From an optimization exercise on the open Yosys and OpenROAD flow, aimed at small area; shortcuts taken in it are not production practice.
Function was checked by simulation only, so behaviour that the tests miss may differ from the original.
Power is estimated from default activity; no workload was simulated.

File: standard.sh
#!/bin/bash
# synth_recipe.tcl (not shown) runs the flow's synth.tcl, then flattens the netlist and writes it again
# the make line also repeats each setting of config.mk as NAME=value (left out here)
make -C /OpenROAD-flow-scripts/flow DESIGN_CONFIG=/design/flow/config.mk WORK_HOME=/design/flow/orfs CLKGATE_MAP_FILE= SYNTH_SCRIPT=/design/flow/synth_recipe.tcl "${@:-finish}"
File: design.v
module sd_card_top
#(
	parameter  SPI_LOW_SPEED_DIV = 248,
	parameter  SPI_HIGH_SPEED_DIV = 0
)
(
	input            clk,
	input            rst,
	output           SD_nCS,
	output           SD_DCLK,
	output           SD_MOSI,
	input            SD_MISO,
	output reg       sd_init_done,
	input            sd_sec_read,
	input[31:0]      sd_sec_read_addr,
	output reg[7:0]  sd_sec_read_data,
	output reg       sd_sec_read_data_valid,
	output           sd_sec_read_end,
	input            sd_sec_write,
	input[31:0]      sd_sec_write_addr,
	input[7:0]       sd_sec_write_data,
	output           sd_sec_write_data_req,
	output           sd_sec_write_end
);
localparam [3:0] S_CMD0 = 4'b0000, S_CMD8 = 4'b0001, S_CMD55 = 4'b0010, S_CMD41 = 4'b0011,
	S_CMD16 = 4'b0100, S_CMD17 = 4'b0110, S_CMD24 = 4'b0111,
	S_IDLE = 4'b1000, S_WRW = 4'b1001, S_REND = 4'b1010, S_WEND = 4'b1011,
	S_READ = 4'b1100, S_WRITE = 4'b1101;
localparam [4:0] C_IDLE = 5'b00000, C_WAIT = 5'b00001, C_ERR = 5'b00010, C_ENDE = 5'b00011,
	C_END = 5'b00100, C_RACK = 5'b00110, C_WACK = 5'b00111,
	C_PRE = 5'b01000, C_RWAIT = 5'b01001, C_WTOK = 5'b01010, C_WSUC = 5'b01100, C_WBUSY = 5'b01101,
	C_WD0 = 5'b10100,
	C_INIT = 5'b11000, C_CMD = 5'b11001, C_CDATA = 5'b11010, C_READ = 5'b11011,
	C_WD1 = 5'b11100, C_WCRC = 5'b11101;
reg  [3:0]  ss;
reg  [4:0]  cs;
reg         req;         
reg         wr_req;      
reg  [31:0] addr;        
reg  [15:0] bc;          
reg         ncs;
localparam [4:0] H_LAST = 5'd16, H_AW = 5'd18, H_IDLE = 5'd20, H_RST = 5'd21;
reg  [4:0] h;
reg  [7:0] cc;           
reg  [7:0] rx;           
reg        mosi_q;       
wire edge_c = sd_init_done ? (cc == 8'h01) : (cc == 8'hec);
wire active = ~h[4] | (h == H_LAST);
wire ack    = (h == H_LAST) & edge_c;
reg  [2:0] idx;
always @(*)
	case (h[3:0])
		4'd0, 4'd1, 4'd2: idx = 3'd7;
		4'd3, 4'd4:       idx = 3'd6;
		4'd5, 4'd6:       idx = 3'd5;
		4'd7, 4'd8:       idx = 3'd4;
		4'd9, 4'd10:      idx = 3'd3;
		4'd11, 4'd12:     idx = 3'd2;
		4'd13, 4'd14:     idx = 3'd1;
		default:          idx = 3'd0;
	endcase
wire [7:0] tbyte;
assign SD_MOSI = h[4] ? mosi_q : tbyte[idx];
assign SD_DCLK = ~h[0];
always @(posedge clk or posedge rst)
	if (rst) begin
		h <= H_RST;
		mosi_q <= 1'b0;
	end else begin
		mosi_q <= SD_MOSI;
		if (h == H_RST || h == H_AW)
			h <= H_IDLE;
		else if (h == H_IDLE) begin
			if (cs[3] & wr_req) h <= 5'd0;
		end else if (edge_c)
			h <= (h == H_LAST) ? H_AW : h + 5'd1;
	end
always @(posedge clk) begin
	cc <= (active & ~edge_c) ? {cc[6:0], ~(cc[7] ^ cc[5] ^ cc[4] ^ cc[3])} : 8'd0;
	if (~h[4] & edge_c & h[0]) rx <= {rx[6:0], SD_MISO};
end
wire bc_511  = bc[3] & bc[4] & ~bc[5] & ~bc[9] & bc[12] & bc[14];     
wire bc_512  = (bc == 16'ha031);
wire bc_513  = bc[1] & bc[5] & ~bc[7] & ~bc[11] & ~bc[12] & bc[14];   
wire bc_last = (bc == 16'h8000);
wire bc_lo   = (bc[15:5] == 11'd0);
assign SD_nCS = ncs;
assign sd_sec_read_end = (ss == S_REND);
assign sd_sec_write_end = (ss == S_WEND);
assign sd_sec_write_data_req = (cs == C_WD0);
wire r1 = (ss == S_CMD0) | (ss == S_CMD8) | (ss == S_CMD55);
wire r1_ok = (rx[7:1] == 7'd0) & (rx[0] == r1);
wire cs_ackst = ~cs[4] & ~cs[3] & cs[2];    
always @(posedge clk)
	req <= (~ss[3] | ss[2]) & ~cs_ackst;
always @(posedge clk or posedge rst)
	if (rst) begin
		ss <= S_IDLE;
		sd_init_done <= 1'b0;
	end else begin
		if (ss == S_CMD41 && cs == C_END) sd_init_done <= 1'b1;
		case (ss)
			S_IDLE:  ss <= S_CMD0;
			S_CMD0:  if (cs == C_END) ss <= S_CMD8;
			S_CMD8:  if (cs == C_END) ss <= S_CMD55;
			S_CMD55: if (cs == C_END) ss <= S_CMD41;
			S_CMD41: if (cs == C_END) ss <= S_CMD16; else if (cs == C_ENDE) ss <= S_CMD55;
			S_CMD16: if (cs == C_END) ss <= S_WRW;   else if (cs == C_ENDE) ss <= S_CMD55;
			S_WRW:   if (sd_sec_write) ss <= S_CMD24; else if (sd_sec_read) ss <= S_CMD17;
			S_CMD24: if (cs == C_END) ss <= S_WRITE;
			S_CMD17: if (cs == C_END) ss <= S_READ;
			S_WRITE: if (cs == C_WACK) ss <= S_WEND;
			S_READ:  if (cs == C_RACK) ss <= S_REND;
			default: ss <= S_WRW;
		endcase
	end
wire a_w = (ss == S_WRW) & sd_sec_write;
wire a_r = (ss == S_WRW) & ~sd_sec_write;
wire a_d = (cs == C_WD1) & ~wr_req;
wire a_h = (ss != S_WRW);
always @(posedge clk) begin
	addr[31:8] <= ({24{a_w}} & sd_sec_write_addr[31:8]) | ({24{a_r}} & sd_sec_read_addr[31:8]) |
	              ({24{a_h}} & addr[31:8]);
	addr[7:0]  <= ({8{a_w}} & sd_sec_write_addr[7:0]) | ({8{a_r}} & sd_sec_read_addr[7:0]) |
	              ({8{a_d}} & sd_sec_write_data) | ({8{a_h & ~a_d}} & addr[7:0]);
end
wire rw  = (cs == C_CMD) & (ss[2:1] == 2'b11);
wire ab1 = rw & bc_lo & (bc[4:0] == 5'h01);
wire ab2 = rw & bc_lo & (bc[4:0] == 5'h02);
wire ab3 = rw & bc_lo & (bc[4:0] == 5'h04);
wire ab4 = (rw & bc_lo & (bc[4:0] == 5'h08)) | (cs == C_WD1);
reg [7:0] cconst;
always @(*) begin
	cconst = 8'hff;
	if (cs == C_WTOK)
		cconst = 8'hfe;
	else if (cs == C_WD1)
		cconst = 8'h00;
	else if (cs == C_CMD && bc_lo)
		case (bc[4:0])
			5'h00: case (ss)
				S_CMD0:  cconst = 8'h40;
				S_CMD8:  cconst = 8'h48;
				S_CMD55: cconst = 8'h77;
				S_CMD41: cconst = 8'h69;
				S_CMD16: cconst = 8'h50;
				S_CMD17: cconst = 8'h51;
				default: cconst = 8'h58;
			endcase
			5'h01: cconst = (ss == S_CMD41) ? 8'h40 : 8'h00;
			5'h02: cconst = 8'h00;
			5'h04: cconst = (ss == S_CMD8) ? 8'h01 : (ss == S_CMD16) ? 8'h02 : 8'h00;
			5'h08: cconst = (ss == S_CMD8) ? 8'haa : 8'h00;
			5'h10: cconst = (ss == S_CMD0) ? 8'h95 : (ss == S_CMD8) ? 8'h87 : 8'hff;
			default: cconst = 8'hff;
		endcase
end
assign tbyte = cconst | ({8{ab1}} & addr[31:24]) | ({8{ab2}} & addr[23:16]) |
               ({8{ab3}} & addr[15:8]) | ({8{ab4}} & addr[7:0]);
reg [4:0] cn;
always @(*) begin
	cn = cs;
	case (cs)
		C_IDLE:  cn = C_INIT;
		C_INIT:  if (ack & bc[9]) cn = C_WAIT;
		C_WAIT:  if (req) cn = (ss == S_READ) ? C_RWAIT : (ss == S_WRITE) ? C_WTOK : C_PRE;
		C_PRE:   if (ack) cn = C_CMD;
		C_CMD:   if (ack) begin
				if (bc_last | (~r1_ok & ~rx[7])) cn = C_ERR;
				else if (r1_ok) cn = (ss == S_CMD8) ? C_CDATA : C_END;
			end
		C_CDATA: if (ack & bc[2]) cn = C_END;
		C_RWAIT: if (ack & (rx == 8'hfe)) cn = C_READ;
		C_READ:  if (ack & bc_513) cn = C_RACK;
		C_WTOK:  if (ack) cn = C_WD0;
		C_WD0:   cn = C_WD1;
		C_WD1:   if (ack) cn = bc_511 ? C_WCRC : C_WD0;
		C_WCRC:  if (ack & bc[0]) cn = C_WSUC;
		C_WSUC:  if (ack & (rx[4:0] == 5'b00101)) cn = C_WBUSY;
		C_WBUSY: if (ack & (&rx)) cn = C_WACK;
		C_ERR:   cn = C_ENDE;
		default: cn = C_WAIT;
	endcase
end
always @(posedge clk or posedge rst)
	if (rst) begin
		cs <= C_IDLE;
		wr_req <= 1'b0;
		ncs <= 1'b1;
		sd_sec_read_data_valid <= 1'b0;
		sd_sec_read_data <= 8'd0;
	end else begin
		cs <= cn;
		wr_req <= cs[3];
		if (cs == C_PRE) ncs <= 1'b1;
		else if (cs == C_CMD) ncs <= 1'b0;
		sd_sec_read_data_valid <= (cs == C_READ) & ~bc_512 & ~bc_513 & ack;
		if (cs == C_READ && ack) sd_sec_read_data <= rx;
	end
wire bc_clr = ~cs[4] |
              ((cs == C_CMD) & ack & r1_ok & (ss == S_CMD8)) |
              ((cs == C_WD1) & ack & bc_511);
always @(posedge clk)
	if (bc_clr) bc <= 16'd0;
	else if (ack) bc <= {bc[14:0], bc[15] ^ bc[13] ^ bc[12] ^ bc[10] ^ (bc[14:0] == 15'd0)};
endmodule
File: flow/area.abc
strash
&get -n
&deepsyn -T 30
&nf -a
&put
mfs3 -a
topo
File: flow/run.sh
#!/bin/bash
# Own layout flow: the standard layout (standard.sh, all ORFS steps) with two changes:
#  1. synthesis maps logic with an area-oriented ABC script (flow/area.abc) instead of
#     ORFS's speed script; everything else in synthesis (registers included) is unchanged;
#  2. clock tree synthesis inserts no dummy loads (CTS_ARGS, from CTS_ARGS_OWN below).
# Each tool's output is in the ORFS logs under orfs/logs/; make's own output is in flow_make.log.
set -euo pipefail
W=$(pwd)
F="$W/flow"
cat > "$W/own_synth.tcl" <<EOT
# The standard flow's synthesis (synth_recipe.tcl), with abc's -script and -D replaced by flow/area.abc
proc abc {args} {
  set out {}
  set skip 0
  foreach a \$args {
    if {\$skip} { set skip 0; continue }
    if {\$a eq "-script" || \$a eq "-D"} { set skip 1; continue }
    lappend out \$a
  }
  yosys abc -script $F/area.abc {*}\$out
}
source $W/synth_recipe.tcl
EOT
sed "s#SYNTH_SCRIPT=[^ ]*synth_recipe.tcl#SYNTH_SCRIPT=$W/own_synth.tcl#" "$W/standard.sh" > "$W/own_standard.sh"
grep -q "SYNTH_SCRIPT=$W/own_synth.tcl" "$W/own_standard.sh"
export CTS_ARGS="-sink_clustering_enable -repair_clock_nets -dont_use_dummy_load -buf_list sky130_fd_sc_hd__clkbuf_8 -root_buf sky130_fd_sc_hd__clkbuf_8"
bash "$W/own_standard.sh" > "$W/flow_make.log" 2>&1
File: constraint.sdc
create_clock -name core_clock -period 5.0 [get_ports {clk}]
set_input_delay 1.0000 -clock core_clock [delete_from_list [all_inputs] [get_ports {clk}]]
set_output_delay 1.0000 -clock core_clock [all_outputs]
set_load 0.01 [all_outputs]
File: config.mk
export PLATFORM = sky130hd
export DESIGN_NAME = sd_card_top
export DESIGN_NICKNAME = sd_card_top
export VERILOG_FILES = /design/flow/design.v
export SDC_FILE = /design/flow/constraint.sdc
export NUM_CORES = 4
export LEC_CHECK = 0
export CAP_MARGIN = 20
export CORE_MARGIN = 2
export CORE_UTILIZATION = 40
export SLEW_MARGIN = 20
==> summary.txt, run 1 <==
Run status
  – Run status: finished clean

Placement
  – Port Buf Inserts: 92
  – Post-DP Area: 5600 um^2
  – Post-DP HPWL: 9760 um
  – Place WS: 0.510 ns
  – Placer Congestion: 0.922

Floorplan
  – Top-Level Pins: 93
  – Initial Util: 40.7%
  – Die Span Y: 109 um
  – Die width: 109 um
  – DIE AREA: 11800 um^2
  – Core Box Area: 10800 um^2
  – Std-Cell Rows: 38

Critical path
  – FF-to-FF Start: cc[7]$_SDFF_PN0_
  – Worst path required time: 4.00 ns
  – Crit-path max cell delay: 0.77 ns
  – Type of element launching the critical path: register
  – CP Cell Sequence: ha_1 -> o31ai_1 -> o221ai_1 -> a2111o_1 -> a32o_1 -> o41a_1 -> clkdlybuf4s50_1
  – CP Capture Type: primary output
  – FF-to-FF path depth: 9
  – CP Launch Point: h[0]$_DFFE_PP1P_
  – WP data arrival: 3.70 ns
  – Peak fanout along the critical path: 6
  – Slowest-stage cell, CP: o31ai_1
  – Setup CP Type: reg -> out

Synth
  – Synth Warn #: 1
  – Net Count, Synth: 547
  – Post-synth EDFFs: 8
  – Yosys reg bits: 92
  – Most frequent cells after synthesis: 57 x dfxtp_1, 49 x nand2_1, 45 x clkinv_1, 36 x a222oi_1, 34 x nor2_1
  – Area contributors post-synth: dfxtp_1 26%, dfrtp_1 13%, a222oi_1 8.2%
  – Share of the synthesized area in the top cell type: 26.0%
  – Cell Area, Synth: 4390 um^2
  – Register area share after synthesis: 47.0%
  – Unique masters post-synth: 54
  – Mean Syn Cell Area: 9.42 um^2
  – Main synth FF type: dfxtp_1
  – Top-count cell post-synth: dfxtp_1
  – Top cell type by total area after synthesis: dfxtp_1
  – Cells after Synth: 466
  – Asr flop ratio synth: 29.3%

Timing
  – Setup TNS: 0 ns
  – Final hold viol count: 0
  – RSZ-0062 raised after global routing: false
  – Rel. slew slack: 35.7%
  – # setup viols final: 0
  – Max-slew violation count: 0
  – Setup ws final: 0.296 ns
  – Worst-margin pin slew: 0.962 ns
  – Fmax: 0.213 GHz
  – Tmin final: 4.70 ns
  – Clk_skew: 0.0221 ns
  – Tcrit/Tclk final: 94.1%

Routing
  – Final wirelength: 12800 um
  – Drt first-iter violations: 412
  – Iteration count of the initial detailed-routing pass: 7
  – Via count: 4278
  – Drc violations: 0
  – Drt wl/cell: 17.8 um
  – Final antenna-violating net count: 0
  – Vias per inst: 5.94

Clocking
  – Root Driver: clkbuf_8
  – CTS tree: built
  – Worst-skew pair later-pin latency: 0.36 ns
  – Clock Sinks: 92
  – CTS Hold Bufs: 0
  – Clock Pin Slew Worst Setup and Hold Paths: 0.08 ns
  – Total CTS buffers: 9
  – Max clock buf depth: 2
  – Clock H-tree levels: 3

Run
  – MaxCap Viol Count: 0

Pwr
  – Peak supply drop: 184 uV
  – Sequential power share: 58.7%
  – Pwr Density: 296 nW/um^2
  – Net Switching: 0.000491 W
  – Clock power frac: 22.7%
  – Switching share of power: 28.8%
  – Combinational power share: 18.7%
  – P_int: 0.00121 W
  – Pleak: 2.19 nW

Final layout
  – Layout area overhead: 30.9%
  – Antenna diode count: 0
  – Final core occ: 53.2%
  – Area of the multi-input gates: 2170 um^2
  – Layout net count: 663
  – Filler cells: 996
  – Post-route cell area: 5740 um^2
  – Layout cells sized above 1: 5.34%
  – Reg area: 2060 um^2

Min path
  – Hold depth: 2
  – Min-Delay Startpoint: addr[3]$_DFF_P_
  – Worst min path class: reg -> reg

Global route
  – Vias in the first global route: 4121
  – Global-route wire length before repair: 20600 um
  – Gr ovfl total: 0
  – Initial antenna violation count: 0
  – Gr usage total: 22.4%
  – Largest net degree at the start of global routing: 33
[cells in the final DEF, fill, tap and decap left out, drive strengths merged, types with 5 or more instances in the layout]
cell type / n
clkdlybuf4s50: 92
dfxtp: 57
nand2: 49
clkinv: 45
a222oi: 36
nor2: 34
dfrtp: 22
a21oi: 21
a22o: 19
o21ai: 18
nor3: 14
and2: 13
buf: 13
nor2b: 12
nand4: 9
nand2b: 9
clkbuf: 9
mux2: 8
edfxtp: 8
nor4: 6
nand3: 6
dfstp: 5
a2111oi: 5
[timing repair]
action / CTS / global route
buffers inserted: 0 / 1
resized for setup: 0 / 4
setup endpoints to repair: 0 / 1
[state kept, by name, indices dropped and copies added, names as in the netlist, 4 cells and up]
register          cells
addr                 32
bc                   16
cc                    8
rx                    8
sd_sec_read_data      8
cs                    5
h                     5
ss                    4
[layer usage]
metal | part of all wire (%) | global-route usage (%) | vias to the layer above
met2 | 48 | 37.0 | 189
met3 | 6.9 | 5.02 | 17
met1 | 44 | 29.0 | 2037
li1 | - | - | 2035
met4 | 1.5 | 7.51 | 0
met5 | 0 | 0 | -
[worst paths after layout]
check | end | slack [ns]
setup / recovery | SD_MOSI | 0.30
hold / removal | addr[3]$_DFF_P_ | 0.44
setup reg to reg | cs[4]$_DFFE_PP0P_ | 1.47
hold reg to reg | addr[3]$_DFF_P_ | 0.44
max in group asynchronous | ss[3]$_DFFE_PP1P_ | 3.51
min in group asynchronous | sd_init_done$_DFFE_PP0P_ | 0.94
[cell families after synthesis]
logic type	count (synthesis)	synth area share, %
and+or+nand+nor	170	19.4
DFF	92	47.0
AOI/OAI and AO/OA	140	25.1
adders and majority gates	4	1.14
muxes	10	2.51
buffers and inverters	45	3.85
xor gates and xnor gates	5	0.998
[stage by stage]
step / hold WS (ns) / instances / total power [W]
finish: 0.443 / 720 / 0.00170
detailed placement: 0.432 / 710 / 0.00132
floorplan: 0.411 / 466 / 0.00116
global placement: 0.430 / 709 / 0.00131
CTS: 0.444 / 719 / 0.00171
global route: 0.476 / 720 / 0.00181
[power groups by stage]
stage,logic (W),clock network (W),registers [W]
after floorplan,0.000187,0,0.000972
after global placement,0.000305,0,0.00101
after detailed placement,0.000316,0,0.00101
after CTS,0.000317,0.000400,0.000996
after global routing,0.000360,0.000430,0.00102
final,0.000318,0.000386,0.000999
[cell type report]
cell class,count,share of cell area (%)
Clock buffer,9,2.16
Inverter,45,2.94
Multi-Input combinational cell,329,37.8
Sequential cell,92,36.0
Timing Repair Buffer,105,18.1
Tap cell,140,3.05
[critical path: cells and delay by family (launching register included)]
kind                     cells  cell delay [ns]
AO/OA/AOI/OAI                5             2.23
adder cells (fa/ha/maj)      1             0.23
buffers and inverters        1             0.49
flip-flops                   1             0.40
==> inputs of run 2 (changes only) <==
--- a/design.v
+++ b/design.v
@@ -42,8 +42,8 @@
 localparam [4:0] H_LAST = 5'd16, H_AW = 5'd18, H_IDLE = 5'd20, H_RST = 5'd21;
 reg  [4:0] h;
-reg  [7:0] cc;           
+reg        ccf;          
 reg  [7:0] rx;           
 reg        mosi_q;       
-wire edge_c = sd_init_done ? (cc == 8'h01) : (cc == 8'hec);
+wire edge_c = sd_init_done ? ccf : (addr[7:0] == 8'hec);
 wire active = ~h[4] | (h == H_LAST);
 wire ack    = (h == H_LAST) & edge_c;
@@ -77,5 +77,5 @@
 	end
 always @(posedge clk) begin
-	cc <= (active & ~edge_c) ? {cc[6:0], ~(cc[7] ^ cc[5] ^ cc[4] ^ cc[3])} : 8'd0;
+	ccf <= active & ~ccf;
 	if (~h[4] & edge_c & h[0]) rx <= {rx[6:0], SD_MISO};
 end
@@ -119,9 +119,13 @@
 wire a_d = (cs == C_WD1) & ~wr_req;
 wire a_h = (ss != S_WRW);
+wire a_c = ~sd_init_done & active & ~edge_c;
 always @(posedge clk) begin
 	addr[31:8] <= ({24{a_w}} & sd_sec_write_addr[31:8]) | ({24{a_r}} & sd_sec_read_addr[31:8]) |
 	              ({24{a_h}} & addr[31:8]);
-	addr[7:0]  <= ({8{a_w}} & sd_sec_write_addr[7:0]) | ({8{a_r}} & sd_sec_read_addr[7:0]) |
-	              ({8{a_d}} & sd_sec_write_data) | ({8{a_h & ~a_d}} & addr[7:0]);
+	if (sd_init_done)
+		addr[7:0] <= ({8{a_w}} & sd_sec_write_addr[7:0]) | ({8{a_r}} & sd_sec_read_addr[7:0]) |
+		             ({8{a_d}} & sd_sec_write_data) | ({8{a_h & ~a_d}} & addr[7:0]);
+	else
+		addr[7:0] <= {8{a_c}} & {addr[6:0], ~(addr[7] ^ addr[5] ^ addr[4] ^ addr[3])};
 end
 wire rw  = (cs == C_CMD) & (ss[2:1] == 2'b11);
--- a/config.mk
+++ b/config.mk
@@ -9,3 +9,4 @@
 export CORE_MARGIN = 2
 export CORE_UTILIZATION = 40
+export GPL_TIMING_DRIVEN = 0
 export SLEW_MARGIN = 20
==> run 2 against run 1 <==
Compared with the run above: design area is 3.9% lower; hold slack worse by 0.0084 ns; clock power is 2% lower; sequential power is 28% lower; utilization is 0.25 points higher; critical path type unchanged; routed wire length is 5.4% lower; still clean; flip-flop and latch count is 7 lower.
==> summary.txt, run 2 <==
Synth
  – Largest family of logic cells by synthesized area: compound AO/OA/AOI/OAI gates
  – Top cell type by total area after synthesis: dfxtp_1
  – Cells after Synth: 455
  – Area contributors post-synth: dfxtp_1 24%, dfrtp_1 13%, a222oi_1 8.5%
  – Cell Area, Synth: 4240 um^2
  – Synth Area in Simple Gates: 19.0%
  – Yosys reg bits: 85
  – Top-count cell post-synth: dfxtp_1
  – Asr flop ratio synth: 31.8%
  – Post-synth EDFFs: 8
  – Share of the synthesized area in the top cell type: 23.6%
  – Adder-cell share of the synthesized area: 1.18%
  – Mean Syn Cell Area: 9.31 um^2
  – Mux contribution to synthesized area: 2.13%
  – Main synth FF type: dfxtp_1
  – Net Count, Synth: 536
  – Most frequent cells after synthesis: 50 x dfxtp_1, 48 x nand2_1, 44 x nor2_1, 43 x clkinv_1, 36 x a222oi_1
  – Unique masters post-synth: 58
  – Synth Warn #: 1
  – Compound-Gate Fraction of Synth Area: 27.4%
  – Register area share after synthesis: 45.4%
  – Synth Area in XOR/XNOR: 1.03%

Pwr
  – Pwr Density: 214 nW/um^2
  – Net Switching: 0.000249 W
  – Overall power: 0.00118 W
  – Peak supply drop: 132 uV
  – Combinational power share: 7.4%
  – Switching share of power: 21.0%
  – P_int: 0.000933 W
  – Clock power frac: 32.0%
  – Sequential power share: 60.6%
  – Pleak: 1.97 nW

Floorplan
  – Initial Util: 41.0%
  – Die Span Y: 107 um
  – Die width: 107 um
  – Core Box Area: 10300 um^2
  – DIE AREA: 11400 um^2
  – Std-Cell Rows: 37
  – Top-Level Pins: 93

Timing
  – Clk_skew: 0.0346 ns
  – Max-slew violation count: 0
  – Tmin final: 4.78 ns
  – RSZ-0062 raised after global routing: false
  – Fmax: 0.209 GHz
  – Final hold viol count: 0
  – # setup viols final: 0
  – Worst-margin pin slew: 1.04 ns
  – Rel. slew slack: 30.6%
  – WHS: 0.435 ns
  – Tcrit/Tclk final: 95.6%
  – Setup TNS: 0 ns

Clocking
  – CTS Hold Bufs: 0
  – Worst-skew pair later-pin latency: 0.36 ns
  – Max clock buf depth: 2
  – Clock Sinks: 85
  – Clock Pin Slew Worst Setup and Hold Paths: 0.07 ns
  – Root Driver: clkbuf_8
  – Clock H-tree levels: 3
  – Total CTS buffers: 9
  – Post-CTS Setup Repair Bufs: 0
  – CTS tree: built

Placement
  – Port Buf Inserts: 92
  – Post-DP HPWL: 9000 um
  – Placer Congestion: 0.883
  – Placed Instances: 685

Critical path
  – CP Cell Sequence: nor2_1 -> and3_1 -> a22o_1 -> clkinv_1 -> o21ai_0 -> o22ai_1 -> a2111o_1 -> a41oi_1 -> clkdlybuf4s50_1
  – WP buf/inv: 2
  – Crit path depth: 9
  – WP data arrival: 3.78 ns
  – Setup CP Type: reg -> out
  – Peak fanout along the critical path: 12
  – CP Capture Type: primary output
  – Reg2reg setup slack: 1.66 ns
  – Type of element launching the critical path: register
  – Worst path required time: 4.00 ns
  – Slowest-stage cell, CP: clkdlybuf4s50_1
  – Top cell family by delay on the critical path: compound AO/OA/AOI/OAI gates
  – FF-to-FF path depth: 8
  – Crit-path max cell delay: 0.61 ns

Final layout
  – Commonest non-fill, non-tap cell in the layout: clkdlybuf4s50_1
  – Max reg flops: 32
  – Layout cells sized above 1: 4.48%
  – Layout area overhead: 30.3%
  – Biggest regs: addr (32), bc (16)
  – Post-route non-filler standard cell count: 694
  – Antenna diode count: 0
  – Most frequent cells in the layout: 92 x clkdlybuf4s50_1, 50 x dfxtp_1, 48 x nand2_1, 42 x nor2_1, 42 x clkinv_1
  – Layout net count: 641
  – Biggest register: addr

Routing
  – Drc violations: 0
  – Final antenna-violating net count: 0
  – Drt first-iter violations: 344
  – Via count: 4114
  – Vias per inst: 5.93
  – Drt wl/cell: 17.5 um
  – Final wirelength: 12100 um
  – Iteration count of the initial detailed-routing pass: 7

Run status
  – Run status: finished clean

Global route
  – Vias in the first global route: 4060
  – Global-route wire length before repair: 20100 um
  – Gr ovfl total: 0
  – Initial antenna violation count: 0
  – Gr usage total: 22.1%
  – Largest net degree at the start of global routing: 30

Min path
  – Worst min path class: reg -> reg
  – Hold depth: 1

Run
  – MaxCap Viol Count: 0
run 2: cell count changes after synthesis, moves of 6 or more:
cell	change
nor2_1	+10
a21oi_1	-8
dfxtp_1	-7
nand2b_1	-7
nand3_1	+7
a22oi_1	+6
nor2b_1	-6
run 2: cell families after synthesis:
group | after synthesis
AOI/OAI and AO/OA | 144
xor gates and xnor gates | 5
adders and majority gates | 4
buffers and inverters | 43
DFF | 85
muxes | 8
and+or+nand+nor | 166
run 2: cell type report:
cell class | instances | area, um^2
clock buffer | 9 | 124
fill | 985 | 4810
inverter | 43 | 161
multi-input combinational | 327 | 2190
sequential | 85 | 1930
tap | 136 | 170
timing repair buffer | 94 | 947
run 2: through the flow:
| step | instance area (um^2) | worst slack (ns) | utilization, % |
|---|---|---|---|
| 6_report | 5520 | 0.220 | 53.4 |
| 5_1_grt | 5520 | 0.0446 | 53.4 |
| 4_1_cts | 5500 | 0.122 | 53.3 |
| 3_5_place_dp | 5360 | 0.0742 | 51.9 |
| 3_3_place_gp | 5330 | -0.208 | 51.6 |
| 2_1_floorplan | 4240 | 1.13 | - |
run 2: power groups by stage:
| stage | clock network (W) | registers [W] | logic, W |
|---|---|---|---|
| 3_5_place_dp | 0 | 0.000730 | 0.0000891 |
| 6_report | 0.000378 | 0.000716 | 0.0000878 |
| 2_1_floorplan | 0 | 0.000727 | 0.0000247 |
| 3_3_place_gp | 0 | 0.000730 | 0.0000878 |
| 5_1_grt | 0.000421 | 0.000717 | 0.0000964 |
| 4_1_cts | 0.000394 | 0.000716 | 0.0000890 |
run 2: timing repair:
action,4_1_cts,5_1_grt
gates resized for setup,2,4
endpoints found under the hold margin,0,0
endpoints found under the setup margin,1,1
run 2: final timing paths:
check | from | end
max in group asynchronous | rst | cs[4]$_DFFE_PP0P_
worst max-delay path | cs[0]$_DFFE_PP0P_ | SD_MOSI
worst min-delay path | ccf$_DFF_P_ | ccf$_DFF_P_
worst min register to register | ccf$_DFF_P_ | ccf$_DFF_P_
min in group asynchronous | rst | ss[0]$_DFFE_PP0P_
worst max register to register | ss[3]$_DFFE_PP1P_ | addr[7]$_DFF_P_
run 2: metal layers:
| metal | wire length [um] | up-vias | GRT usage [%] |
|---|---|---|---|
| li1 | - | 1992 | - |
| met1 | 5410 | 1957 | 29.3 |
| met2 | 5880 | 157 | 37.5 |
| met3 | 737 | 8 | 4.50 |
| met4 | 106 | 0 | 4.55 |
| met5 | 0 | - | 0 |
==> inputs of run 3 (changes only) <==
--- a/design.v
+++ b/design.v
@@ -81,5 +81,5 @@
 end
 wire bc_511  = bc[3] & bc[4] & ~bc[5] & ~bc[9] & bc[12] & bc[14];     
-wire bc_512  = (bc == 16'ha031);
+wire bc_512  = bc[0] & bc[4] & ~bc[6] & ~bc[10] & ~bc[11] & bc[13];  
 wire bc_513  = bc[1] & bc[5] & ~bc[7] & ~bc[11] & ~bc[12] & bc[14];   
 wire bc_last = (bc == 16'h8000);
==> flow/area.abc (replaced) <==
strash
dc2
&get -n
&deepsyn -T 30
&nf -a -R 1000
&put
mfs3 -ae
topo
--- a/config.mk
+++ b/config.mk
@@ -6,7 +6,7 @@
 export NUM_CORES = 4
 export LEC_CHECK = 0
-export CAP_MARGIN = 20
+export CAP_MARGIN = 0
 export CORE_MARGIN = 2
-export CORE_UTILIZATION = 40
+export CORE_UTILIZATION = 75
 export GPL_TIMING_DRIVEN = 0
-export SLEW_MARGIN = 20
+export SLEW_MARGIN = 0
==> run 3 against run 2 <==
Compared with the run above: the run now fails in global placement (3_3_place_gp); synthesized cell count is 3.1% lower; area after synthesis is 1.2% lower.
==> summary.txt, run 3 <==
Synth
  – Asr flop ratio synth: 31.8%
  – Synth Warn #: 1
  – Post-synth EDFFs: 8
  – Area contributors post-synth: dfxtp_1 24%, dfrtp_1 13%, a222oi_1 8.4%
  – Top cell type by total area after synthesis: dfxtp_1
  – Register area share after synthesis: 45.9%
  – Mean Syn Cell Area: 9.49 um^2
  – Top-count cell post-synth: dfxtp_1
  – Share of the synthesized area in the top cell type: 23.9%
  – Cell Area, Synth: 4190 um^2
  – Yosys reg bits: 85
  – Cells after Synth: 441
  – Main synth FF type: dfxtp_1
  – Net Count, Synth: 522
  – Most frequent cells after synthesis: 50 x dfxtp_1, 41 x nand2_1, 39 x clkinv_1, 35 x a222oi_1, 35 x nor2_1
  – Unique masters post-synth: 56

Floorplan
  – Die Span Y: 78.7 um
  – Initial Util: 76.9%
  – Std-Cell Rows: 27
  – Top-Level Pins: 93
  – Die width: 78.7 um

Run status
  – First error: [ERROR GPL-0301] Utilization 106.619 % exceeds 100%.
  – Run status: aborted with a tool error
  – Stop stage: global placement (3_3_place_gp)

Placement
  – Port Buf Inserts: 92
-- run 3: cell families after synthesis --
group | count (synthesis) | share of synthesized area, %
flip-flops | 85 | 45.9
XOR/XNOR | 6 | 1.26
adder cells (fa/ha/maj) | 4 | 1.20
AO/OA/AOI/OAI | 143 | 27.1
multiplexers | 12 | 3.11
AND/OR/NAND/NOR | 152 | 17.9
buffers and inverters | 39 | 3.50
==> inputs of run 4 (changes only) <==
==> flow/area.abc (replaced) <==
strash
dc2
&get -n
&deepsyn -I 1 -T 1000
&nf -a -R 1000
&put
mfs3 -ae
topo
--- a/config.mk
+++ b/config.mk
@@ -8,5 +8,5 @@
 export CAP_MARGIN = 0
 export CORE_MARGIN = 2
-export CORE_UTILIZATION = 75
+export CORE_UTILIZATION = 60
 export GPL_TIMING_DRIVEN = 0
 export SLEW_MARGIN = 0
==> run 4 against run 3 <==
Compared with the run above: area after synthesis about the same; synthesized cell count increased by 3.2%; the run now finishes clean.
==> summary.txt, run 4 <==
Synth
  – Register area share after synthesis: 45.9%
  – Synth Warn #: 1
  – Share of the synthesized area in the top cell type: 23.9%
  – Top-count cell post-synth: dfxtp_1
  – Asr flop ratio synth: 31.8%
  – Cell Area, Synth: 4190 um^2
  – Area contributors post-synth: dfxtp_1 24%, dfrtp_1 13%, a222oi_1 8.6%
  – Main synth FF type: dfxtp_1
  – Top cell type by total area after synthesis: dfxtp_1
  – Unique masters post-synth: 51
  – Mean Syn Cell Area: 9.20 um^2
  – Most frequent cells after synthesis: 50 x dfxtp_1, 49 x nand2_1, 40 x nor2_1, 37 x clkinv_1, 36 x a222oi_1
  – Cells after Synth: 455
  – Yosys reg bits: 85
  – Post-synth EDFFs: 8
  – Net Count, Synth: 536

Final layout
  – Commonest non-fill, non-tap cell in the layout: clkdlybuf4s50_1
  – Antenna diode count: 0
  – Biggest regs: addr (32), bc (16)
  – Post-route cell area: 5370 um^2
  – Layout area overhead: 28.3%
  – Reg area: 1930 um^2
  – Most frequent cells in the layout: 92 x clkdlybuf4s50_1, 50 x dfxtp_1, 49 x nand2_1, 38 x nor2_1, 37 x clkinv_1
  – Max reg flops: 32
  – Area of the multi-input gates: 2160 um^2
  – Layout cells sized above 1: 4.86%
  – Post-route non-filler standard cell count: 636
  – Layout net count: 639
  – Biggest register: addr
  – Filler cells: 469

Floorplan
  – Die width: 87.5 um
  – Initial Util: 62.0%
  – Core Box Area: 6760 um^2
  – Die Span Y: 87.5 um
  – Std-Cell Rows: 30
  – Top-Level Pins: 93
  – DIE AREA: 7660 um^2

Critical path
  – Top cell family by delay on the critical path: compound AO/OA/AOI/OAI gates
  – Peak fanout along the critical path: 11
  – Setup CP Type: reg -> out
  – Type of element launching the critical path: register
  – Slowest-stage cell, CP: clkdlybuf4s50_1
  – CP Capture Type: primary output
  – WP data arrival: 3.79 ns
  – Worst path required time: 4.00 ns
  – CP Cell Sequence: or2_1 -> a21boi_0 -> nor2b_1 -> and2_2 -> a21o_2 -> o21ai_0 -> a21oi_1 -> a2111oi_0 -> nor4_1 -> o21ai_1 -> clkdlybuf4s50_1
  – WP buf/inv: 1
  – Crit-path max cell delay: 0.59 ns

Global route
  – Gr ovfl total: 0
  – Gr usage total: 29.3%
  – Initial antenna violation count: 0
  – Met1 Use GR: 38.1%
  – Met2 usage: 49.2%
  – Global-route wire length before repair: 18000 um
  – Met3 GRT Util: 5.75%
  – Vias in the first global route: 3858
  – Most Crowded Layer GR: met2
  – Largest net degree at the start of global routing: 28

Clocking
  – Total CTS buffers: 9
  – Clock Sinks: 85
  – Root Driver: clkbuf_8
  – Clock H-tree levels: 3
  – CTS tree: built
  – CTS Hold Bufs: 0
  – Worst-skew pair later-pin latency: 0.35 ns
  – Clock Pin Slew Worst Setup and Hold Paths: 0.08 ns
  – Max clock buf depth: 2

Timing
  – Setup TNS: 0 ns
  – Final hold viol count: 0
  – Clk_skew: 0.0209 ns
  – # setup viols final: 0
  – Fmax: 0.209 GHz
  – Tmin final: 4.79 ns
  – RSZ-0062 raised after global routing: false
  – Max-slew violation count: 0
  – Worst-margin pin slew: 1.06 ns
  – Rel. slew slack: 29.4%
  – Tcrit/Tclk final: 95.9%

Placement
  – Post-DP HPWL: 7960 um
  – Placed Instances: 627
  – Post-DP Area: 5210 um^2
  – Placer Congestion: 0.908
  – Port Buf Inserts: 92

Routing
  – Via count: 4221
  – Drt wl/cell: 17.5 um
  – Vias per inst: 6.64
  – Drc violations: 0
  – Iteration count of the initial detailed-routing pass: 7
  – Final antenna-violating net count: 0
  – Final wirelength: 11100 um
  – Drt first-iter violations: 527

Pwr
  – Peak supply drop: 217 uV
  – Pwr Density: 332 nW/um^2
  – Pleak: 1.99 nW

Run status
  – Run status: finished clean

Min path
  – Worst min path class: reg -> reg

Run
  – MaxCap Viol Count: 0
[run 4: cell count changes after synthesis, sizes merged, moves of 4 or more]
cell     change
nand2b       -5
a21o         +4
and3         +6
nand2        +8
a22oi       -11
nand3        +7
a21oi       +17
nor2         +5
nor3         -6
mux2i        -4
a2111oi      +8
[run 4: kinds of logic (layout without fill, tap and decap cells)]
logic type / after synthesis / after routing / synth area share, %
AO/OA/AOI/OAI: 147 / 147 / 26.7
XOR/XNOR: 5 / 5 / 1.05
adder cells (fa/ha/maj): 4 / 4 / 1.20
buffers and inverters: 37 / 138 / 3.32
flip-flops: 85 / 85 / 45.9
multiplexers: 8 / 8 / 2.15
AND/OR/NAND/NOR: 169 / 169 / 19.6
[run 4: worst paths after layout]
| check | start | end | slack (ns) | cells after the start |
|---|---|---|---|---|
| hold / removal | ccf$_DFF_P_ | ccf$_DFF_P_ | 0.41 | 1 |
| hold reg to reg | ccf$_DFF_P_ | ccf$_DFF_P_ | 0.41 | 1 |
| setup reg to reg | ss[3]$_DFFE_PP1P_ | addr[0]$_DFF_P_ | 1.47 | 7 |
| setup / recovery | cs[0]$_DFFE_PP0P_ | SD_MOSI | 0.21 | 11 |
| max in group asynchronous | rst | cs[2]$_DFFE_PP0P_ | 3.45 | 2 |
| min in group asynchronous | rst | sd_sec_read_data[0]$_DFFE_PP0P_ | 1.06 | 2 |
[run 4: cell type report]
cell class | instances | area share (%)
clock buffers | 9 | 2.31
inverters | 37 | 2.58
multi-input cells | 333 | 40.2
flip-flops and latches | 85 | 35.9
well taps | 80 | 1.86
repair buffers | 92 | 17.1
[run 4: report_power, final]
part           leakage [nW]  internal (W)  switching, W
sequential            0.813      0.000816      0.000103
combinational          1.11      0.000215      0.000275
clock                0.0647      0.000161      0.000211
[run 4: per-stage QoR]
| stage | power, W | setup slack [ns] | utilization, % | hold slack (ns) |
|---|---|---|---|---|
| floorplan | 0.00124 | 1.17 | - | 0.393 |
| detailed placement | 0.00141 | -0.103 | 77.1 | 0.406 |
| finish | 0.00178 | 0.207 | 79.5 | 0.414 |
| global placement | 0.00139 | -0.0709 | 77.1 | 0.401 |
| global route | 0.00189 | 0.0364 | 79.5 | 0.446 |
| CTS | 0.00178 | 0.00225 | 79.1 | 0.414 |
[run 4: metal layers]
metal  wire length, um  vias to the layer above
li1                  -                     1966
met1              4590                     2002
met2              5520                      232
met3               786                       21
met4               240                        0
met5                 0                        -
[run 4: worst reg2reg max path: cells and delay by family (launching register included)]
family | cells | cell delay [ns]
DFF | 1 | 0.63
AOI/OAI and AO/OA | 1 | 0.16
buffers and inverters | 1 | 0.15
and+or+nand+nor | 5 | 2.52
[run 4: what timing repair did]
action                                  in CTS  in global routing
buffers inserted                             0                  0
gates resized for setup                     12                 11
hold endpoints to repair                     0                  0
endpoints found under the setup margin       1                  1
cloned                                       0                  0
==> inputs of run 5 (changes only) <==
--- a/flow/run.sh
+++ b/flow/run.sh
@@ -24,4 +24,5 @@
 sed "s#SYNTH_SCRIPT=[^ ]*synth_recipe.tcl#SYNTH_SCRIPT=$W/own_synth.tcl#" "$W/standard.sh" > "$W/own_standard.sh"
 grep -q "SYNTH_SCRIPT=$W/own_synth.tcl" "$W/own_standard.sh"
+export BUFFER_PORTS_ARGS="-inputs -outputs -buffer_cell sky130_fd_sc_hd__buf_1"
 export CTS_ARGS="-sink_clustering_enable -repair_clock_nets -dont_use_dummy_load -buf_list sky130_fd_sc_hd__clkbuf_8 -root_buf sky130_fd_sc_hd__clkbuf_8"
 bash "$W/own_standard.sh" > "$W/flow_make.log" 2>&1
==> flow/area.abc (replaced) <==
strash
dc2
&get -n
&deepsyn -T 30
&nf -a -R 1000
&put
mfs3 -ae
topo
==> run 5 against run 4 <==
Compared with the run above: still clean on timing, DRC and antenna; sequential power decreased by 23%; die area about the same; non-clock buffer count increased by 2; flip-flop and latch count unchanged; critical path type unchanged; largest cell class unchanged.
==> summary.txt, run 5 <==
Clocking
  – Total CTS buffers: 9
  – Clock Sinks: 85
  – Clock Pin Slew Worst Setup and Hold Paths: 0.08 ns
  – Root Driver: clkbuf_8
  – CTS tree: built
  – Max clock buf depth: 2
  – CTS Hold Bufs: 0
  – Worst-skew pair later-pin latency: 0.35 ns
  – Clock H-tree levels: 3

Final layout
  – Most frequent cells in the layout: 92 x buf_1, 50 x dfxtp_1, 41 x nand2_1, 39 x clkinv_1, 35 x a222oi_1
  – Area of the multi-input gates: 2140 um^2
  – Layout net count: 627
  – Max reg flops: 32
  – Filler cells: 547
  – Post-route cell area: 4800 um^2
  – Reg area: 1920 um^2
  – Layout area overhead: 14.7%
  – Post-route non-filler standard cell count: 624
  – Biggest register: addr
  – Biggest regs: addr (32), bc (16)
  – Antenna diode count: 0
  – Commonest non-fill, non-tap cell in the layout: buf_1
  – Layout cells sized above 1: 4.04%

Routing
  – Final wirelength: 10800 um
  – Iteration count of the initial detailed-routing pass: 8
  – Drt first-iter violations: 387
  – Vias per inst: 6.59
  – Drc violations: 0
  – Drt wl/cell: 17.2 um
  – Via count: 4114
  – Final antenna-violating net count: 0

Pwr
  – Overall power: 0.00111 W
  – Pwr Density: 232 nW/um^2
  – Pleak: 1.74 nW
  – Peak supply drop: 175 uV

Run status
  – Run status: finished clean

Synth
  – Top-count cell post-synth: dfxtp_1
  – Area contributors post-synth: dfxtp_1 24%, dfrtp_1 13%, a222oi_1 8.4%
  – Top cell type by total area after synthesis: dfxtp_1
  – Register area share after synthesis: 45.9%
  – Yosys reg bits: 85
  – Asr flop ratio synth: 31.8%
  – Cells after Synth: 441
  – Net Count, Synth: 522
  – Share of the synthesized area in the top cell type: 23.9%
  – Mean Syn Cell Area: 9.49 um^2
  – Synth Warn #: 1
  – Unique masters post-synth: 56
  – Cell Area, Synth: 4190 um^2
  – Main synth FF type: dfxtp_1
  – Most frequent cells after synthesis: 50 x dfxtp_1, 41 x nand2_1, 39 x clkinv_1, 35 x a222oi_1, 35 x nor2_1
  – Post-synth EDFFs: 8

Floorplan
  – Die width: 87.5 um
  – Std-Cell Rows: 30
  – Initial Util: 61.9%
  – Top-Level Pins: 93
  – Die Span Y: 87.5 um
  – DIE AREA: 7660 um^2
  – Core Box Area: 6760 um^2

Timing
  – WHS: 0.417 ns
  – Tcrit/Tclk final: 94.7%
  – Clk_skew: 0.0230 ns
  – Rel. slew slack: 22.5%
  – Final hold viol count: 0
  – Max-slew violation count: 0
  – Fmax: 0.211 GHz
  – Setup TNS: 0 ns
  – Tmin final: 4.74 ns
  – Worst-margin pin slew: 1.15 ns
  – RSZ-0062 raised after global routing: false
  – # setup viols final: 0

Critical path
  – Setup CP Type: reg -> out
  – Top cell family by delay on the critical path: simple AND/OR/NAND/NOR gates
  – Reg-to-reg endpoint: cs[0]$_DFFE_PP0P_
  – Worst path required time: 4.00 ns
  – WP buf/inv: 2
  – FF-to-FF Start: sd_init_done$_DFFE_PP0P_
  – CP Capture Type: primary output
  – WP data arrival: 3.74 ns
  – CP dominant cell by count: o21ai_0
  – Crit path depth: 16
  – Reg2reg setup slack: 1.50 ns
  – FF-to-FF path depth: 10
  – Type of element launching the critical path: register
  – Crit-path max cell delay: 0.45 ns
  – CP Cell Sequence: clkinv_1 -> nor2_2 -> nand3_1 -> nor2_4 -> nor4bb_1 -> o21ai_0 -> or2_0 -> o41ai_1 -> nand2_1 -> a21boi_2 -> o2111ai_1 -> a311oi_1 -> o21ai_0 -> o21ai_0 -> nor2_1 -> buf_1
  – Slowest-stage cell, CP: dfrtp_2
  – Peak fanout along the critical path: 7

Min path
  – Worst min path class: reg -> reg
  – Min-Delay Startpoint: ccf$_DFF_P_
  – Hold Path End: ccf$_DFF_P_
  – Hold depth: 1

Placement
  – Placed Instances: 615
  – Post-DP Area: 4660 um^2
  – Post-DP HPWL: 7750 um
  – Port Buf Inserts: 92
  – Placer Congestion: 0.921

Global route
  – Initial antenna violation count: 0
  – Vias in the first global route: 3815
  – Gr ovfl total: 0
  – Largest net degree at the start of global routing: 28
  – Global-route wire length before repair: 17700 um
  – Gr usage total: 28.9%

Run
  – MaxCap Viol Count: 0
[run 5: cell type report]
class / instances / share of cell area [%]
well taps: 80 / 2.08
flip-flops and latches: 85 / 40.1
clock buffers: 9 / 2.58
inverters: 39 / 3.05
multi-input cells: 317 / 44.5
repair buffers: 94 / 7.66
[run 5: worst max path at each step]
stage	start	end	slack, ns
3_3_place_gp	cs[3]$_DFFE_PP0P_	SD_MOSI	0.33
5_1_grt	cs[3]$_DFFE_PP0P_	SD_MOSI	0.008
3_5_place_dp	cs[3]$_DFFE_PP0P_	SD_MOSI	0.32
6_report	cs[3]$_DFFE_PP0P_	SD_MOSI	0.26
2_1_floorplan	cs[3]$_DFFE_PP0P_	SD_MOSI	1.18
4_1_cts	cs[3]$_DFFE_PP0P_	SD_MOSI	0.02
[run 5: stage by stage]
stage | setup slack [ns] | utilization (%)
6_report | 0.263 | 71.1
5_1_grt | 0.00846 | 71.1
4_1_cts | 0.0231 | 70.8
3_5_place_dp | 0.321 | 69.0
3_3_place_gp | 0.334 | 68.5
2_1_floorplan | 1.18 | -
[run 5: logic make-up (layout without fill, tap and decap cells)]
family	count (synthesis)	count (layout)	share of synthesized area, %
muxes	12	12	3.11
and+or+nand+nor	152	152	17.9
DFF	85	85	45.9
AOI/OAI and AO/OA	143	143	27.1
buffers and inverters	39	142	3.50
adders and majority gates	4	4	1.20
xor gates and xnor gates	6	6	1.26
[run 5: timing repair]
item / in CTS / in global routing
setup buffers: 0 / 0
resized for setup: 1 / 5
gates cloned: 0 / 0
endpoints found under the setup margin: 1 / 1
[run 5: metal layers]
| metal | global-route usage (%) | wire length [um] | vias to the layer above |
|---|---|---|---|
| li1 | - | - | 1946 |
| met1 | 38.0 | 4600 | 1929 |
| met2 | 47.5 | 5250 | 218 |
| met3 | 5.50 | 722 | 21 |
| met4 | 10.6 | 181 | 0 |
| met5 | 0 | 0 | - |
[run 5: where the power goes]
group | total (W) | switching, W | internal (W)
clock network | 0.000368 | 0.000207 | 0.000161
registers | 0.000705 | 0.00000559 | 0.000700
logic | 0.0000402 | 0.0000179 | 0.0000222
total | 0.00111 | 0.000231 | 0.000883
==> inputs of run 6 (changes only) <==
--- a/design.v
+++ b/design.v
@@ -81,5 +81,5 @@
 end
 wire bc_511  = bc[3] & bc[4] & ~bc[5] & ~bc[9] & bc[12] & bc[14];     
-wire bc_512  = bc[0] & bc[4] & ~bc[6] & ~bc[10] & ~bc[11] & bc[13];  
+wire bc_512  = (bc == 16'ha031);
 wire bc_513  = bc[1] & bc[5] & ~bc[7] & ~bc[11] & ~bc[12] & bc[14];   
 wire bc_last = (bc == 16'h8000);
--- a/flow/run.sh
+++ b/flow/run.sh
@@ -24,5 +24,4 @@
 sed "s#SYNTH_SCRIPT=[^ ]*synth_recipe.tcl#SYNTH_SCRIPT=$W/own_synth.tcl#" "$W/standard.sh" > "$W/own_standard.sh"
 grep -q "SYNTH_SCRIPT=$W/own_synth.tcl" "$W/own_standard.sh"
-export BUFFER_PORTS_ARGS="-inputs -outputs -buffer_cell sky130_fd_sc_hd__buf_1"
 export CTS_ARGS="-sink_clustering_enable -repair_clock_nets -dont_use_dummy_load -buf_list sky130_fd_sc_hd__clkbuf_8 -root_buf sky130_fd_sc_hd__clkbuf_8"
 bash "$W/own_standard.sh" > "$W/flow_make.log" 2>&1
==> flow/area.abc (replaced) <==
strash
&get -n
&deepsyn -T 30
&nf -a
&put
mfs3 -a
topo
==> run 6 against run 5 <==
Compared with the run above: still clean; clock power up 2%; clock skew up 0.0078 ns; sequential share of layout area down 4.6 points; synthesized cell count up 3.2%; area after synthesis up 1.2%; combinational power up 120%; fmax up 0.11%.
==> summary.txt, run 6 <==
Min path
  – Worst min path class: reg -> reg
  – Min-Delay Startpoint: ccf$_DFF_P_

Critical path
  – CP Cell Sequence: nor2_1 -> and3_1 -> a22o_1 -> clkinv_1 -> nand4_1 -> nor2_1 -> or4_1 -> o2111ai_1 -> a41oi_1 -> clkdlybuf4s50_1
  – Peak fanout along the critical path: 12
  – CP Capture Type: primary output
  – WP buf/inv: 2
  – Crit-path max cell delay: 0.53 ns
  – Type of element launching the critical path: register
  – WP data arrival: 3.73 ns
  – CP dominant cell by count: nor2_1
  – Top cell family by delay on the critical path: simple AND/OR/NAND/NOR gates
  – Worst path required time: 4.00 ns
  – Setup CP Type: reg -> out
  – FF-to-FF Start: ss[3]$_DFFE_PP1P_
  – Slowest-stage cell, CP: dfrtp_1
  – CP Launch Point: cs[0]$_DFFE_PP0P_

Synth
  – Mux contribution to synthesized area: 2.13%
  – Register area share after synthesis: 45.4%
  – Compound-Gate Fraction of Synth Area: 27.4%
  – Post-synth EDFFs: 8
  – Yosys reg bits: 85
  – Main synth FF type: dfxtp_1
  – Top-count cell post-synth: dfxtp_1
  – Most frequent cells after synthesis: 50 x dfxtp_1, 48 x nand2_1, 44 x nor2_1, 43 x clkinv_1, 36 x a222oi_1
  – Synth Warn #: 1
  – Adder-cell share of the synthesized area: 1.18%
  – Asr flop ratio synth: 31.8%
  – Cell Area, Synth: 4240 um^2
  – Synth Area in Simple Gates: 19.0%
  – Area contributors post-synth: dfxtp_1 24%, dfrtp_1 13%, a222oi_1 8.5%
  – Top cell type by total area after synthesis: dfxtp_1
  – Synth Area in XOR/XNOR: 1.03%
  – Cells after Synth: 455
  – Largest family of logic cells by synthesized area: compound AO/OA/AOI/OAI gates
  – Mean Syn Cell Area: 9.31 um^2
  – Net Count, Synth: 536
  – Share of the synthesized area in the top cell type: 23.6%
  – Unique masters post-synth: 58

Clocking
  – CTS tree: built
  – Total CTS buffers: 9
  – Max clock buf depth: 2
  – Root Driver: clkbuf_8
  – Clock Sinks: 85
  – Worst-skew pair later-pin latency: 0.37 ns
  – Clock Pin Slew Worst Setup and Hold Paths: 0.07 ns
  – Clock H-tree levels: 3
  – CTS Hold Bufs: 0
  – Post-CTS Setup Repair Bufs: 0

Timing
  – Max-slew violation count: 0
  – WHS: 0.420 ns
  – Final hold viol count: 0
  – RSZ-0062 raised after global routing: false
  – Worst-margin pin slew: 1.16 ns
  – Rel. slew slack: 20.5%
  – Tcrit/Tclk final: 94.6%
  – # setup viols final: 0
  – Tmin final: 4.73 ns
  – Clk_skew: 0.0308 ns
  – Fmax: 0.211 GHz

Routing
  – Via count: 4264
  – Drt first-iter violations: 515
  – Final wirelength: 11400 um
  – Drt wl/cell: 17.5 um
  – Vias per inst: 6.54
  – Final antenna-violating net count: 0
  – Iteration count of the initial detailed-routing pass: 7
  – Drc violations: 0

Global route
  – Gr ovfl total: 0
  – Vias in the first global route: 3981
  – Gr usage total: 30.3%
  – Global-route wire length before repair: 18600 um
  – Largest net degree at the start of global routing: 30
  – Initial antenna violation count: 0

Final layout
  – Biggest regs: addr (32), bc (16)
  – Post-route cell area: 5430 um^2
  – Biggest register: addr
  – Most frequent cells in the layout: 92 x clkdlybuf4s50_1, 50 x dfxtp_1, 48 x nand2_1, 43 x clkinv_1, 42 x nor2_1
  – Max reg flops: 32
  – Antenna diode count: 0
  – Layout net count: 639
  – Layout cells sized above 1: 3.42%
  – Layout area overhead: 28.1%
  – Commonest non-fill, non-tap cell in the layout: clkdlybuf4s50_1

Floorplan
  – Die Span Y: 88.0 um
  – Initial Util: 62.3%
  – DIE AREA: 7750 um^2
  – Top-Level Pins: 93
  – Core Box Area: 6790 um^2
  – Die width: 88.0 um
  – Std-Cell Rows: 30

Pwr
  – Switching share of power: 21.0%
  – Combinational power share: 7.5%
  – Sequential power share: 60.7%
  – Net Switching: 0.000247 W
  – Overall power: 0.00118 W
  – P_int: 0.000933 W
  – Pwr Density: 217 nW/um^2
  – Pleak: 1.96 nW
  – Peak supply drop: 144 uV
  – Clock power frac: 31.8%

Placement
  – Post-DP HPWL: 8220 um
  – Port Buf Inserts: 92
  – Post-DP Area: 5280 um^2
  – Placer Congestion: 0.911

Run status
  – Run status: finished clean

Run
  – MaxCap Viol Count: 0
[run 6: cell count changes after synthesis, sizes merged, moves of 4 or more]
cell,previous run,this run
nand2b,9,2
a211oi,1,5
nand2,41,48
clkinv,39,43
nor3,16,10
and2,6,10
a22oi,15,10
mux2i,4,0
nor2,35,44
a21oi,18,13
a32oi,0,5
[run 6: logic make-up (layout without fill, tap and decap cells)]
family | after synthesis | in the layout
muxes | 8 | 8
buffers and inverters | 43 | 144
and+or+nand+nor | 166 | 166
xor gates and xnor gates | 5 | 5
DFF | 85 | 85
adders and majority gates | 4 | 4
AOI/OAI and AO/OA | 144 | 144
[run 6: through the flow]
stage	std cells	utilization (%)	TNS, ns	worst slack [ns]
final	652	79.9	0	0.268
after global routing	652	79.9	0	0.0494
after CTS	652	79.6	0	0.0184
after detailed placement	643	77.7	-0.156	-0.156
after global placement	643	77.7	-0.122	-0.122
after floorplan	455	-	0	1.13
[run 6: worst paths after layout]
check / to / cells after the start / slack [ns]
worst max-delay path: SD_MOSI / 10 / 0.27
worst min-delay path: ccf$_DFF_P_ / 1 / 0.42
worst max register to register: addr[2]$_DFF_P_ / 7 / 1.46
worst min register to register: ccf$_DFF_P_ / 1 / 0.42
max in group asynchronous: cs[3]$_DFFE_PP0P_ / 2 / 3.45
min in group asynchronous: sd_sec_read_data[0]$_DFFE_PP0P_ / 2 / 1.04
[run 6: final cells by class]
cell class	instances	area, um^2
Clock buffer	9	124
Fill cell	473	1370
Inverter	43	161
Multi-Input combinational cell	327	2170
Sequential cell	85	1930
Tap cell	96	120
Timing Repair Buffer	92	921
[run 6: layer usage]
layer	track usage, %	wire length (um)	vias to the layer above
met5	0	0	-
met4	12.4	379	0
met3	7.16	952	50
met2	49.9	5480	275
met1	38.3	4590	1946
li1	-	-	1993
[run 6: power groups by stage]
stage          Clock (W)  Combinational, W  Sequential (W)
3_5_place_dp           0         0.0000890        0.000731
4_1_cts         0.000375         0.0000890        0.000716
3_3_place_gp           0         0.0000865        0.000730
5_1_grt         0.000408         0.0000960        0.000718
2_1_floorplan          0         0.0000247        0.000727
6_report        0.000375         0.0000885        0.000716
[run 6: what timing repair did]
action | CTS | global route
resized for setup | 2 | 4
cloned | 0 | 0
setup endpoints to repair | 1 | 1
==> inputs of run 7 (changes only) <==
--- a/design.v
+++ b/design.v
@@ -81,5 +81,5 @@
 end
 wire bc_511  = bc[3] & bc[4] & ~bc[5] & ~bc[9] & bc[12] & bc[14];     
-wire bc_512  = (bc == 16'ha031);
+wire bc_512  = bc[0] & bc[4] & ~bc[6] & ~bc[10] & ~bc[11] & bc[13];  
 wire bc_513  = bc[1] & bc[5] & ~bc[7] & ~bc[11] & ~bc[12] & bc[14];   
 wire bc_last = (bc == 16'h8000);
--- a/flow/run.sh
+++ b/flow/run.sh
@@ -1,7 +1,8 @@
 #!/bin/bash
-# Own layout flow: the standard layout (standard.sh, all ORFS steps) with two changes:
+# Own layout flow: the standard layout (standard.sh, all ORFS steps) with these changes:
 #  1. synthesis maps logic with an area-oriented ABC script (flow/area.abc) instead of
 #     ORFS's speed script; everything else in synthesis (registers included) is unchanged;
-#  2. clock tree synthesis inserts no dummy loads (CTS_ARGS, from CTS_ARGS_OWN below).
+#  2. clock tree synthesis uses clkbuf_8 buffers and inserts no dummy loads (CTS_ARGS);
+#  3. every input and output port still gets its own buffer, but a buf_1 (BUFFER_PORTS_ARGS).
 # Each tool's output is in the ORFS logs under orfs/logs/; make's own output is in flow_make.log.
 set -euo pipefail
@@ -24,4 +25,5 @@
 sed "s#SYNTH_SCRIPT=[^ ]*synth_recipe.tcl#SYNTH_SCRIPT=$W/own_synth.tcl#" "$W/standard.sh" > "$W/own_standard.sh"
 grep -q "SYNTH_SCRIPT=$W/own_synth.tcl" "$W/own_standard.sh"
+export BUFFER_PORTS_ARGS="-inputs -outputs -buffer_cell sky130_fd_sc_hd__buf_1"
 export CTS_ARGS="-sink_clustering_enable -repair_clock_nets -dont_use_dummy_load -buf_list sky130_fd_sc_hd__clkbuf_8 -root_buf sky130_fd_sc_hd__clkbuf_8"
 bash "$W/own_standard.sh" > "$W/flow_make.log" 2>&1
==> flow/area.abc (replaced) <==
strash
dc2
&get -n
&deepsyn -T 30
&nf -a -R 1000
&put
mfs3 -ae
topo
==> run 7 against run 6 <==
Compared with the run above: design area decreased by 12%; still clean; cell count decreased by 4.3%; area after synthesis decreased by 1.2%; clock-buffer cell count unchanged; setup slack got worse by 0.0054 ns; clock power decreased by 2%; critical path depth increased by 6; clock skew decreased by 0.0078 ns; die area decreased by 1.1%; non-clock buffer count increased by 2.
==> summary.txt, run 7 <==
Run status
  – Run status: finished clean

Critical path
  – FF-to-FF path depth: 10
  – Type of element launching the critical path: register
  – Setup CP Type: reg -> out
  – WP data arrival: 3.74 ns
  – CP Capture Type: primary output
  – Worst path required time: 4.00 ns
  – Peak fanout along the critical path: 7

Synth
  – Area contributors post-synth: dfxtp_1 24%, dfrtp_1 13%, a222oi_1 8.4%
  – Top-count cell post-synth: dfxtp_1
  – Net Count, Synth: 522
  – Mean Syn Cell Area: 9.49 um^2
  – Register area share after synthesis: 45.9%
  – Cells after Synth: 441
  – Asr flop ratio synth: 31.8%
  – Most frequent cells after synthesis: 50 x dfxtp_1, 41 x nand2_1, 39 x clkinv_1, 35 x a222oi_1, 35 x nor2_1
  – Main synth FF type: dfxtp_1
  – Share of the synthesized area in the top cell type: 23.9%
  – Cell Area, Synth: 4190 um^2
  – Synth Warn #: 1
  – Unique masters post-synth: 56
  – Top cell type by total area after synthesis: dfxtp_1
  – Yosys reg bits: 85
  – Post-synth EDFFs: 8

Routing
  – Final antenna-violating net count: 0
  – Drt wl/cell: 17.2 um
  – Vias per inst: 6.59
  – Drt first-iter violations: 387
  – Drc violations: 0
  – Via count: 4114
  – Iteration count of the initial detailed-routing pass: 8
  – Final wirelength: 10800 um

Global route
  – Gr usage total: 28.9%
  – Largest net degree at the start of global routing: 28
  – Vias in the first global route: 3815
  – Gr ovfl total: 0
  – Global-route wire length before repair: 17700 um
  – Initial antenna violation count: 0

Min path
  – Worst min path class: reg -> reg
  – Hold depth: 1

Timing
  – Max-slew violation count: 0
  – Clk_skew: 0.0230 ns
  – Setup TNS: 0 ns
  – Rel. slew slack: 22.5%
  – RSZ-0062 raised after global routing: false
  – Worst-margin pin slew: 1.15 ns
  – Fmax: 0.211 GHz
  – Tmin final: 4.74 ns
  – # setup viols final: 0
  – Final hold viol count: 0
  – Tcrit/Tclk final: 94.7%

Pwr
  – Pleak: 1.74 nW
  – Peak supply drop: 175 uV
  – Pwr Density: 232 nW/um^2

Floorplan
  – Die width: 87.5 um
  – Initial Util: 61.9%
  – Top-Level Pins: 93
  – Core Box Area: 6760 um^2
  – Std-Cell Rows: 30
  – Die Span Y: 87.5 um
  – DIE AREA: 7660 um^2

Clocking
  – Max clock buf depth: 2
  – Worst-skew pair later-pin latency: 0.35 ns
  – Clock H-tree levels: 3
  – Total CTS buffers: 9
  – Root Driver: clkbuf_8
  – Clock Sinks: 85
  – CTS tree: built
  – Clock Pin Slew Worst Setup and Hold Paths: 0.08 ns
  – CTS Hold Bufs: 0

Final layout
  – Layout net count: 627
  – Biggest register: addr
  – Layout cells sized above 1: 4.04%
  – Antenna diode count: 0
  – Layout area overhead: 14.7%
  – Commonest non-fill, non-tap cell in the layout: buf_1
  – Final core occ: 71.1%
  – Biggest regs: addr (32), bc (16)
  – Most frequent cells in the layout: 92 x buf_1, 50 x dfxtp_1, 41 x nand2_1, 39 x clkinv_1, 35 x a222oi_1
  – Post-route cell area: 4800 um^2
  – Max reg flops: 32

Placement
  – Port Buf Inserts: 92
  – Post-DP HPWL: 7750 um
  – Post-DP Area: 4660 um^2
  – Placer Congestion: 0.921

Run
  – MaxCap Viol Count: 0
run 7: cell count changes after synthesis, sizes merged, moves of 4 or more:
cell    change
clkinv      -4
nor3        +6
a211oi      -4
a21oi       +5
nand2       -7
a32oi       -5
nor2        -9
nand2b      +7
and2        -4
a22oi       +5
mux2i       +4
run 7: through the flow:
stage / power [W] / std cells / hold slack, ns / setup slack, ns
after floorplan: 0.000734 / 441 / 0.393 / 1.18
after global placement: 0.000758 / 613 / 0.402 / 0.334
after detailed placement: 0.000761 / 615 / 0.408 / 0.321
after CTS: 0.00113 / 624 / 0.419 / 0.0231
after global routing: 0.00116 / 624 / 0.441 / 0.00846
final: 0.00111 / 624 / 0.417 / 0.263
run 7: area by class of cell:
type / instances / area [um^2]
multi-input cells: 317 / 2140
fillers: 547 / 1960
flip-flops and latches: 85 / 1920
repair buffers: 94 / 368
inverters: 39 / 146
clock buffers: 9 / 124
well taps: 80 / 100
run 7: cells by family after synthesis:
family / synth area share (%)
muxes: 3.11
xor gates and xnor gates: 1.26
DFF: 45.9
adders and majority gates: 1.20
AOI/OAI and AO/OA: 27.1
and+or+nand+nor: 17.9
buffers and inverters: 3.50
run 7: repair_timing:
item,in CTS,in global routing
buffers inserted,0,0
setup endpoints to repair,1,1
pin swaps,0,0
resized for setup,1,5
cloned,0,0
run 7: worst max-delay path: stages (launching register included):
cell	delay [ns]
dfrtp_2	0.45
clkinv_1	0.20
nor2_2	0.18
nand3_1	0.20
nor2_4	0.21
nor4bb_1	0.33
o21ai_0	0.21
or2_0	0.31
o41ai_1	0.13
nand2_1	0.13
a21boi_2	0.22
o2111ai_1	0.14
a311oi_1	0.27
o21ai_0	0.11
o21ai_0	0.08
nor2_1	0.09
buf_1	0.14
run 7: where the power goes:
| part | internal [W] | leakage, nW | switching [W] |
|---|---|---|---|
| combinational | 0.0000222 | 0.855 | 0.0000179 |
| clock | 0.000161 | 0.0647 | 0.000207 |
| sequential | 0.000700 | 0.818 | 0.00000559 |
run 7: final timing paths:
check | end | slack [ns] | startpoint
hold reg to reg | ccf$_DFF_P_ | 0.42 | ccf$_DFF_P_
setup reg to reg | cs[0]$_DFFE_PP0P_ | 1.50 | sd_init_done$_DFFE_PP0P_
max in group asynchronous | cs[3]$_DFFE_PP0P_ | 3.80 | rst
setup / recovery | SD_MOSI | 0.26 | cs[3]$_DFFE_PP0P_
min in group asynchronous | sd_sec_read_data[2]$_DFFE_PP0P_ | 0.72 | rst
hold / removal | ccf$_DFF_P_ | 0.42 | ccf$_DFF_P_
run 7: per-layer routing:
metal	vias to the layer above	part of all wire, %	GRT usage [%]
li1	1946	-	-
met3	21	6.7	5.50
met2	218	49	47.5
met5	-	0	0
met4	0	1.7	10.6
met1	1929	43	38.0

re-timing with driven ports:
How much do the figures lean on ideal ports? The routed layouts below were timed once more, with nothing changed but the port constraints.
Step 1: set_driving_cell puts a clkbuf_16 on clk and a buf_2 on each other input, an assumption about the parent block.
Step 2, shift: input delay + t, output delay - t, t = (earliest + latest rising clock arrival at the registers) / 2. This alone moves slack from input paths to output paths.
Slacks: ideal / step 1 / step 2; pairs: ideal / step 1.
| run | t, ns | setup slack, ns | worst setup path at the end | pins driven straight from the clock port |
|---|---|---|---|---|
| run 1 | 0.385 | 0.296 / 0.260 / 0.644 | register to output | 1 |
| run 2 | 0.373 | 0.220 / 0.186 / 0.560 | register to output | 1 |
| run 4 | 0.363 | 0.207 / 0.178 / 0.542 | register to output | 1 |
| run 5 | 0.363 | 0.263 / 0.235 / 0.598 | register to output | 1 |
| run 6 | 0.387 | 0.268 / 0.237 / 0.623 | register to output | 1 |
| run 7 | 0.363 | 0.263 / 0.235 / 0.598 | register to output | 1 |
After both steps every run listed still meets setup and hold.
